This is an optimization exercise on Yosys and OpenROAD, whose aim is small area and a short achievable clock period, not a production implementation.
Where RTL was checked, it was by simulation tests only, not by an equivalence proof against the original.
Power is estimated from default activity; no workload was simulated.

== build 74 ==
==> flow/design.v (excerpt) <==
module L1_cache #(
    parameter CTID = 0)
    (
    input logic clock,
    input logic reset,
    input logic [31:0] PCF,                  
    input logic [31:0] addr_rst,             
    input logic [1:0] tid_fetch,             
    input logic [31:0] br_target,            
    input logic [1:0] tid_br,                
    input logic [31:0] l2addr,               
    input logic [1:0] l2_tid,                
    input logic [127:0] l2_line,             
    input logic l2_valid_rsp,                
    output logic br_req,                     
    output logic req_spec,                   
    output logic req_refill,                 
    output logic [31:0] instr                
    );
clock: 6.0 ns
lec_check: 0
cap_margin: 20
core_margin: 2
core_utilization: 40
cts_buf_list: sky130_fd_sc_hd__clkbuf_4 sky130_fd_sc_hd__clkbuf_8
setup_slack_margin: 3.0
slew_margin: 20
synth_hierarchical: 1
standard.sh (not shown) runs the stock make flow with config.mk's settings and CLKGATE_MAP_FILE= SYNTH_SCRIPT=/design/flow/synth_recipe.tcl, a recipe that flattens the netlist after the stock synthesis.
==> flow/flow/run.sh <==
#!/bin/bash
# Standard ORFS layout; the only change is that port buffers use the smallest buffer cell.
set -euo pipefail
export BUFFER_PORTS_ARGS="-buffer_cell sky130_fd_sc_hd__buf_1"
bash standard.sh > standard_flow.log 2>&1
## Diff of input files: build 20 against build 74
- CORE_UTILIZATION changed from 40 to 30
Findings:
Compared with build 74, the detailed router inserted fewer vias in build 20. Build 74 and build 20 ended up with nearly the same insertion delay to the later sink of the worst-skew pair. For the total global routing track utilization, build 20 came in 5.6 points lower than build 74 did. Lower part of the cycle the worst path needs among build 74 and build 20: build 74. [compare] base=build 74 new=build 20: worst slack at placement decreased by 0.22 ns relative to the old numbers, wire length increased by about 7% relative to the old numbers, finished layout cell area increased by 6.0% relative to the old numbers.
Input changes introduced in build 26 (baseline for comparison: build 20):
- CORE_UTILIZATION now 40, was 30
- SETUP_SLACK_MARGIN now 4.0, was 3.0
### Flow results
For the share of final layout cell area taken by non-clock buffers, build 26 came in 0.58 points lower than build 20 did.
Combinational share of power | build 26 below build 20
Maximum level of the CTS H-tree came out exactly the same in build 26 and build 20.
Build 26 vs. build 20: core utilization went up; detailed-routed wire length on met2 went up; fmax went up.
Of build 26 and build 20, it is build 26 that has the lower part of the cycle the worst path needs.


Another version of the RTL of L1_cache (not shown whole).
Size in the first run: ~540 cells after synthesis.
Design L1_cache, start of the top module:
module L1_cache #(
    parameter CTID = 0)
    (
    input logic clock,
    input logic reset,
    input logic [31:0] PCF,                  
    input logic [31:0] addr_rst,             
    input logic [1:0] tid_fetch,             
    input logic [31:0] br_target,            
    input logic [1:0] tid_br,                
    input logic [31:0] l2addr,               
    input logic [1:0] l2_tid,                
    input logic [127:0] l2_line,             
    input logic l2_valid_rsp,                
    output logic br_req,                     
    output logic req_spec,                   
    output logic req_refill,                 
    output logic [31:0] instr                
    );
==> flow/config.mk <==
export PLATFORM = sky130hd
export DESIGN_NAME = L1_cache
export DESIGN_NICKNAME = L1_cache
export VERILOG_FILES = /design/flow/design.v
export SDC_FILE = /design/flow/constraint.sdc
export NUM_CORES = 4
export LEC_CHECK = 0
export CAP_MARGIN = 20
export CORE_MARGIN = 2
export CORE_UTILIZATION = 40
export CTS_BUF_LIST = sky130_fd_sc_hd__clkbuf_4 sky130_fd_sc_hd__clkbuf_8
export SETUP_SLACK_MARGIN = 2.15
export SLEW_MARGIN = 20
export SYNTH_HIERARCHICAL = 1
==> flow/constraint.sdc <==
create_clock -name core_clock -period 6.0 [get_ports {clock}]
set_input_delay 1.2000 -clock core_clock [delete_from_list [all_inputs] [get_ports {clock}]]
set_output_delay 1.2000 -clock core_clock [all_outputs]
set_load 0.01 [all_outputs]
Scripts as last shown in full above: flow/flow/run.sh
The baseline finished with timing, DRC and antenna clean.
==> next run, changes <==
--- a/flow/config.mk
+++ b/flow/config.mk
@@ -10 +10 @@
-export CORE_UTILIZATION = 40
+export CORE_UTILIZATION = 45
@@ -12 +12 @@
-export SETUP_SLACK_MARGIN = 2.15
+export SETUP_SLACK_MARGIN = 2.1
=>
- The changed run went through all stages and came out clean
- maximum frequency is lower slightly
- total power is higher slightly
- global-route usage is higher by 2.5 points
- cell count is lower slightly
- sequential power barely changes
- via count is lower by a few percent
- clock power is higher by a few percent
- area after synthesis stays the same
- setup slack loses 0.042 ns
- combinational power is lower by a few percent
==> next run, changes <==
--- a/flow/config.mk
+++ b/flow/config.mk
@@ -10 +10 @@
-export CORE_UTILIZATION = 45
+export CORE_UTILIZATION = 40
The changed run finished clean.
Count of clock-buffer cells in the layout stays the same.
Worst setup slack is better by 0.046 ns.
Critical path depth decreases by 1.
First-iteration DRC count decreases by 14%.
Sequential power hardly moves.
Worst hold slack stays flat.
Core utilization decreases by 6.9 points.
Clock skew is unchanged.
Final cell count increases by 1.6%.
Synthesized cell count does not change.
==> next run, changes <==
--- a/flow/config.mk
+++ b/flow/config.mk
@@ -10 +10 @@
-export CORE_UTILIZATION = 40
+export CORE_UTILIZATION = 35
Result: The new run finished clean. Wire length came out lower slightly. Sequential share of layout area came out lower by 0.53 points. Count of clock-buffer cells in the layout came out lower by 1. Combinational power came out lower slightly. Via count came out lower by a few percent.
==> next run, changes <==
--- a/flow/config.mk
+++ b/flow/config.mk
@@ -10 +10 @@
-export CORE_UTILIZATION = 35
+export CORE_UTILIZATION = 40
@@ -12 +12 @@
-export SETUP_SLACK_MARGIN = 2.1
+export SETUP_SLACK_MARGIN = 2.3
What happened: Non-clock buffer count goes up by 3; routed wire length rose by 5.4%; sequential power hardly moves; synthesized cell count stays the same; final cell count came out lower by 2.5%; core utilization is higher by 9.7 points.


Another version of the RTL of L1_cache (not shown whole).
Size: ~510 cells after synthesis, ~6000 sq um of cells after synthesis.
==> flow/config.mk <==
export PLATFORM = sky130hd
export DESIGN_NAME = L1_cache
export DESIGN_NICKNAME = L1_cache
export VERILOG_FILES = /design/flow/design.v
export SDC_FILE = /design/flow/constraint.sdc
export NUM_CORES = 4
export LEC_CHECK = 0
export CAP_MARGIN = 20
export CORE_MARGIN = 2
export CORE_UTILIZATION = 40
export CTS_BUF_LIST = sky130_fd_sc_hd__clkbuf_4 sky130_fd_sc_hd__clkbuf_8
export SETUP_SLACK_MARGIN = 2.0
export SLEW_MARGIN = 20
export SYNTH_HIERARCHICAL = 1
==> flow/constraint.sdc <==
create_clock -name core_clock -period 6.0 [get_ports {clock}]
set_input_delay 1.2000 -clock core_clock [delete_from_list [all_inputs] [get_ports {clock}]]
set_output_delay 1.2000 -clock core_clock [all_outputs]
set_load 0.01 [all_outputs]
Scripts as last shown in full above: flow/flow/run.sh
The first run passed the timing, DRC and antenna checks.
Edit:
--- a/flow/config.mk
+++ b/flow/config.mk
@@ -9,5 +9,4 @@
 export CORE_MARGIN = 2
 export CORE_UTILIZATION = 40
-export CTS_BUF_LIST = sky130_fd_sc_hd__clkbuf_4 sky130_fd_sc_hd__clkbuf_8
 export SETUP_SLACK_MARGIN = 2.0
 export SLEW_MARGIN = 20
=> Clock skew stays the same; hold slack loses 0.0053 ns; routed wire length increases slightly; count of clock-buffer cells in the layout does not change; cell area increases by a few percent.
No run of this note included a check of the RTL's function; only the layout flow was run.


== v6 ==
L1_cache with an RTL version that a note above also has.
For scale: roughly 510 cells after synthesis, ~160 flip-flops, ~300 I/O pins.
clock: 6.0 ns
lec_check: 0
cap_margin: 20
core_margin: 2
core_utilization: 40
cts_buf_list: sky130_fd_sc_hd__clkbuf_4 sky130_fd_sc_hd__clkbuf_8
setup_slack_margin: 3.0
slew_margin: 20
synth_hierarchical: 1
==> flow/flow/run.sh <==
#!/bin/bash
# Standard ORFS layout with two changes: port buffers use the smallest buffer
# cell, and timing repair only resizes and swaps pins (no buffering or cloning).
set -euo pipefail
export BUFFER_PORTS_ARGS="-buffer_cell sky130_fd_sc_hd__buf_1"
export SETUP_MOVE_SEQUENCE="sizeup,swap"
bash standard.sh > standard_flow.log 2>&1
diff inputs: v6 => v7
- SETUP_SLACK_MARGIN changed from 3.0 to 2.5
==> flow/flow/run.sh <==
#!/bin/bash
# Standard ORFS layout; the only change is that port buffers use the smallest buffer cell.
set -euo pipefail
export BUFFER_PORTS_ARGS="-buffer_cell sky130_fd_sc_hd__buf_1"
bash standard.sh > standard_flow.log 2>&1
Notes after the runs:
The core of v7 is more densely filled than that of v6. Summary of v7 over v6: initial DRC count higher; transition at the pin with the smallest max-transition slack rose by 8.2 ps; static power due to leakage essentially unchanged. v7 vs v6 — register-to-register slack dropped 20 ps. Summary of v7 over v6: number of post-CTS setup repair buffers went up; layout cell share with drive strength beyond 1 -1.3 points; multi-input logic cell count has increased; wire length after detailed routing went up by 8.0%. Relative to v6, critical path depth increased by 1 in v7.


Setup of tundra:
L1_cache, a different RTL version from the one above (not shown whole).
For scale: ~510 cells after synthesis, roughly 160 flip-flops, roughly 300 I/O pins, roughly 5900 sq um of cells after synthesis.
==> flow/config.mk <==
export PLATFORM = sky130hd
export DESIGN_NAME = L1_cache
export DESIGN_NICKNAME = L1_cache
export VERILOG_FILES = /design/flow/design.v
export SDC_FILE = /design/flow/constraint.sdc
export NUM_CORES = 4
export LEC_CHECK = 0
export CAP_MARGIN = 20
export CORE_MARGIN = 2
export CORE_UTILIZATION = 40
export CTS_BUF_LIST = sky130_fd_sc_hd__clkbuf_4 sky130_fd_sc_hd__clkbuf_8
export SETUP_SLACK_MARGIN = 3.0
export SLEW_MARGIN = 20
export SYNTH_HIERARCHICAL = 1
==> flow/constraint.sdc <==
create_clock -name core_clock -period 6.0 [get_ports {clock}]
set_input_delay 1.2000 -clock core_clock [delete_from_list [all_inputs] [get_ports {clock}]]
set_output_delay 1.2000 -clock core_clock [all_outputs]
set_load 0.01 [all_outputs]
==> flow/flow/run.sh <==
#!/bin/bash
# Standard ORFS layout; the only change is that port buffers use the smallest buffer cell.
set -euo pipefail
export BUFFER_PORTS_ARGS="-buffer_cell sky130_fd_sc_hd__buf_1"
bash standard.sh > standard_flow.log 2>&1
tundra went all the way through synthesis, placement and routing and the layout is clean on timing, DRC and antenna.
Inputs modified between tundra and zinc:
diff --git a/flow/config.mk b/flow/config.mk
--- a/flow/config.mk
+++ b/flow/config.mk
@@ -12 +12 @@
-export SETUP_SLACK_MARGIN = 3.0
+export SETUP_SLACK_MARGIN = 2.5
[summary]
Cmp zinc vs tundra: clock-buffer cell count higher in zinc. Delta (zinc minus tundra): internal power consumption rose by about 0.46%; last weighted congestion value of the routability-driven placer -about 5%; global-route usage shows an increase of 0.90 points; wire length picked up an extra 5.0%. From tundra to zinc, largest net degree at the start of global routing did not move at all. No stage failed in zinc, and the final checks on the layout all came back clean. Delta (zinc minus tundra): share of the clock period used by the worst path -0.45 points; post-CTS setup repair buffer count -2. Summary of zinc over tundra: first-pass GRT wire length now larger; post-placement setup slack now larger. In the tables for tundra and zinc, global-route met2 utilization reads higher with zinc.
No functional check of the RTL was part of any run of this note.


The RTL this note starts from:
==> flow/design.v <==
module L1_cache #(
    parameter CTID = 0)
    (
    input logic clock,
    input logic reset,
    input logic [31:0] PCF,                  
    input logic [31:0] addr_rst,             
    input logic [1:0] tid_fetch,             
    input logic [31:0] br_target,            
    input logic [1:0] tid_br,                
    input logic [31:0] l2addr,               
    input logic [1:0] l2_tid,                
    input logic [127:0] l2_line,             
    input logic l2_valid_rsp,                
    output logic br_req,                     
    output logic req_spec,                   
    output logic req_refill,                 
    output logic [31:0] instr                
    );
    localparam integer NF = 8;    
    localparam integer NH = 4;    
    logic         active;       
    logic [27:0]  tag;          
    logic [127:0] data;         
    logic         rst_q;        
    genvar gi;
    logic          tid_ok;      
    assign tid_ok = (l2_tid == CTID);
    logic [NF-1:0] fill_c, fill_cn;
    logic [127:0]  blk;         
    generate
        for (gi = 0; gi < NF; gi++) begin : g_fill
            L1_fdec u_fdec (.valid(l2_valid_rsp), .tid_ok(tid_ok), .clr(rst_q), .f(fill_c[gi]), .fn(fill_cn[gi]));
        end
        for (gi = 0; gi < 128; gi++) begin : g_blk
            L1_sel2 u_blk (.s(fill_c[gi/(128/NF)]), .sn(fill_cn[gi/(128/NF)]), .a(l2_line[gi]), .b(data[gi]), .y(blk[gi]));
        end
    endgenerate
    logic fill, fill_n, tload, thold;
    L1_fdec u_fdec_t (.valid(l2_valid_rsp), .tid_ok(tid_ok), .clr(1'b0), .f(fill), .fn(fill_n));
    assign tload = fill & ~reset;
    assign thold = fill_n & ~reset;
    logic [27:0] tag_d;
    generate
        for (gi = 0; gi < 28; gi++) begin : g_tag
            L1_sel2 u_tag (.s(tload), .sn(thold), .a(l2addr[gi+4]), .b(tag[gi]), .y(tag_d[gi]));
        end
    endgenerate
    logic [13:0] ne2_p;
    logic [6:0]  eq_p, eq_b;
    generate
        for (gi = 0; gi < 14; gi++) begin : g_cmpp
            L1_ne2 u_ne2 (.a(PCF[2*gi+5 -: 2]), .t(tag[2*gi+1 -: 2]), .ne(ne2_p[gi]));
        end
        for (gi = 0; gi < 7; gi++) begin : g_cmp
            L1_nor2 u_eqp (.a(ne2_p[2*gi]), .b(ne2_p[2*gi+1]), .y(eq_p[gi]));
            L1_eq4 u_eqb (.a(br_target[4*gi+7 -: 4]), .t(tag[4*gi+3 -: 4]), .eq(eq_b[gi]));
        end
    endgenerate
    logic [NH-1:0] hna, hnb;
    generate
        for (gi = 0; gi < NH; gi++) begin : g_hit
            L1_nand4 u_hna (.a(eq_p[3:0]), .y(hna[gi]));
            L1_nand4 u_hnb (.a({active, eq_p[6:4]}), .y(hnb[gi]));
        end
    endgenerate
    logic [3:0] wsel;
    logic [NH-1:0][3:0] wsel_c;
    assign wsel[3] = (PCF[3:0] == 4'hc);
    generate
        for (gi = 0; gi < NH; gi++) begin : g_wdec
            L1_wdec u_wdec (.a(PCF[3:0]), .s(wsel_c[gi]));
        end
        for (gi = 0; gi < 32; gi++) begin : g_out
            L1_word u_out (.s(wsel_c[gi/(32/NH)]), .d({blk[96+gi], blk[64+gi], blk[32+gi], blk[gi]}),
                           .hna(hna[gi/(32/NH)]), .hnb(hnb[gi/(32/NH)]), .y(instr[gi]));
        end
    endgenerate
    logic hit_p;
    assign hit_p      = &eq_p;
    assign req_spec   = active & hit_p & wsel[3];
    assign req_refill = active & ~hit_p;
    assign br_req     = ~active & (tid_br == CTID) & ~(&eq_b);
    always_ff @(posedge clock) begin
        active <= (tid_fetch == CTID);
        data   <= blk;
        tag    <= tag_d;
        rst_q  <= reset;
    end
endmodule
module L1_fdec (input logic valid, input logic tid_ok, input logic clr, output logic f, output logic fn);
    assign f  = valid & tid_ok;
    assign fn = ~((valid & tid_ok) | clr);
endmodule
module L1_sel2 (input logic s, input logic sn, input logic a, input logic b, output logic y);
    assign y = (s & a) | (sn & b);
endmodule
module L1_ne2 (input logic [1:0] a, input logic [1:0] t, output logic ne);
    assign ne = |(a ^ t);
endmodule
module L1_nor2 (input logic a, input logic b, output logic y);
    assign y = ~(a | b);
endmodule
module L1_wdec (input logic [3:0] a, output logic [3:0] s);
    assign s[3] = (a == 4'hc);
    assign s[2] = (a == 4'h8);
    assign s[1] = (a == 4'h4);
    assign s[0] = ~(s[3] | s[2] | s[1]);
endmodule
module L1_eq4 (input logic [3:0] a, input logic [3:0] t, output logic eq);
    assign eq = (a == t);
endmodule
module L1_nand4 (input logic [3:0] a, output logic y);
    assign y = ~(&a);
endmodule
module L1_word (input logic [3:0] s, input logic [3:0] d, input logic hna, input logic hnb, output logic y);
    assign y = ~(hna | hnb) & (|(s & d));
endmodule
Settings: LEC_CHECK=0, CAP_MARGIN=20, CORE_MARGIN=2, CORE_UTILIZATION=40, CTS_BUF_LIST=sky130_fd_sc_hd__clkbuf_4 sky130_fd_sc_hd__clkbuf_8, SETUP_SLACK_MARGIN=0, SLEW_MARGIN=20, SYNTH_HIERARCHICAL=1; clock period 6.0 ns.
Scripts as last shown in full above: flow/flow/run.sh
The starting point completed with no timing, DRC or antenna violations.
Next try:
- SETUP_SLACK_MARGIN: 0 -> 3.0
Fmax is higher by 16%.
Flip-flop and latch count is unchanged.
Count of clock-buffer cells in the layout goes down by 1.
Area after synthesis stays the same.
Cell count came out higher by 3.1%.
Via count goes up by 4.6%.
Hold slack improves by 3.6 ps.
Next try:
- SETUP_SLACK_MARGIN: 3.0 -> 1.5
The changed run produced a clean layout.
Global-route usage went down by 1.6 points.
Register-to-register slack improved by 340 ps.
Die area is unchanged.
Function was not checked in any run of this note: the RTL went through the layout flow alone.

## separate check: timing with driven ports
In the flow no input, the clock included, has a driving cell. The finished layouts below were timed again as built, in two steps.
Step 1 assumes that a clkbuf_16 drives the clock port and a buf_2 every other input.
Step 2 moves the port delays by t, midway between the first and last clock arrival at a register: inputs arrive t later, outputs are due t later. That takes back most of the time a late clock gives input paths.
a / b / c = no drivers / after step 1 / after step 2; a / b = the first two.
run | t, ns | slack for setup (ns) | clock arrival spread, ns | worst slew at a driven data input, ns | pins driven straight from the clock port
build 74 | 0.474 | 1.988 / 1.966 / 1.966 | 0.009 / 0.009 | 0.07 | 1
build 20 | 0.482 | 1.952 / 1.912 / 1.912 | 0.023 / 0.023 | 0.07 | 1
build 26 | 0.479 | 2.024 / 1.999 / 1.999 | 0.013 / 0.014 | 0.07 | 1
the first run of note 2 | 0.481 | 2.199 / 2.148 / 2.148 | 0.016 / 0.016 | 0.07 | 1
the second run of note 2 | 0.472 | 2.157 / 2.114 / 2.114 | 0.009 / 0.009 | 0.07 | 1
the third run of note 2 | 0.479 | 2.203 / 2.140 / 2.140 | 0.017 / 0.016 | 0.08 | 1
the fourth run of note 2 | 0.477 | 2.163 / 2.117 / 2.117 | 0.013 / 0.013 | 0.06 | 1
the fifth run of note 2 | 0.481 | 2.328 / 2.218 / 2.218 | 0.014 / 0.014 | 0.17 | 1
the first run of note 3 | 0.496 | 2.004 / 1.979 / 1.979 | 0.009 / 0.009 | 0.07 | 1
the second run of note 3 | 0.462 | 2.020 / 1.985 / 1.985 | 0.008 / 0.008 | 0.07 | 1
v6 | 0.473 | 1.788 / 1.763 / 1.763 | 0.010 / 0.010 | 0.07 | 1
v7 | 0.475 | 1.970 / 1.948 / 1.948 | 0.014 / 0.014 | 0.07 | 1
tundra | 0.482 | 2.076 / 2.037 / 2.037 | 0.014 / 0.014 | 0.09 | 1
zinc | 0.478 | 2.103 / 2.083 / 2.083 | 0.015 / 0.015 | 0.08 | 1
the first run of note 6 | 0.477 | 1.469 / 1.437 / 1.437 | 0.016 / 0.016 | 0.07 | 1
the second run of note 6 | 0.486 | 2.081 / 2.036 / 2.036 | 0.010 / 0.010 | 0.07 | 1
the third run of note 6 | 0.479 | 1.654 / 1.620 / 1.620 | 0.016 / 0.016 | 0.07 | 1
After both steps every run listed still meets setup and hold. For the fifth run of note 2, which loses most, drivers alone change the setup slack by -0.110 ns; drivers and shift together by -0.110 ns.
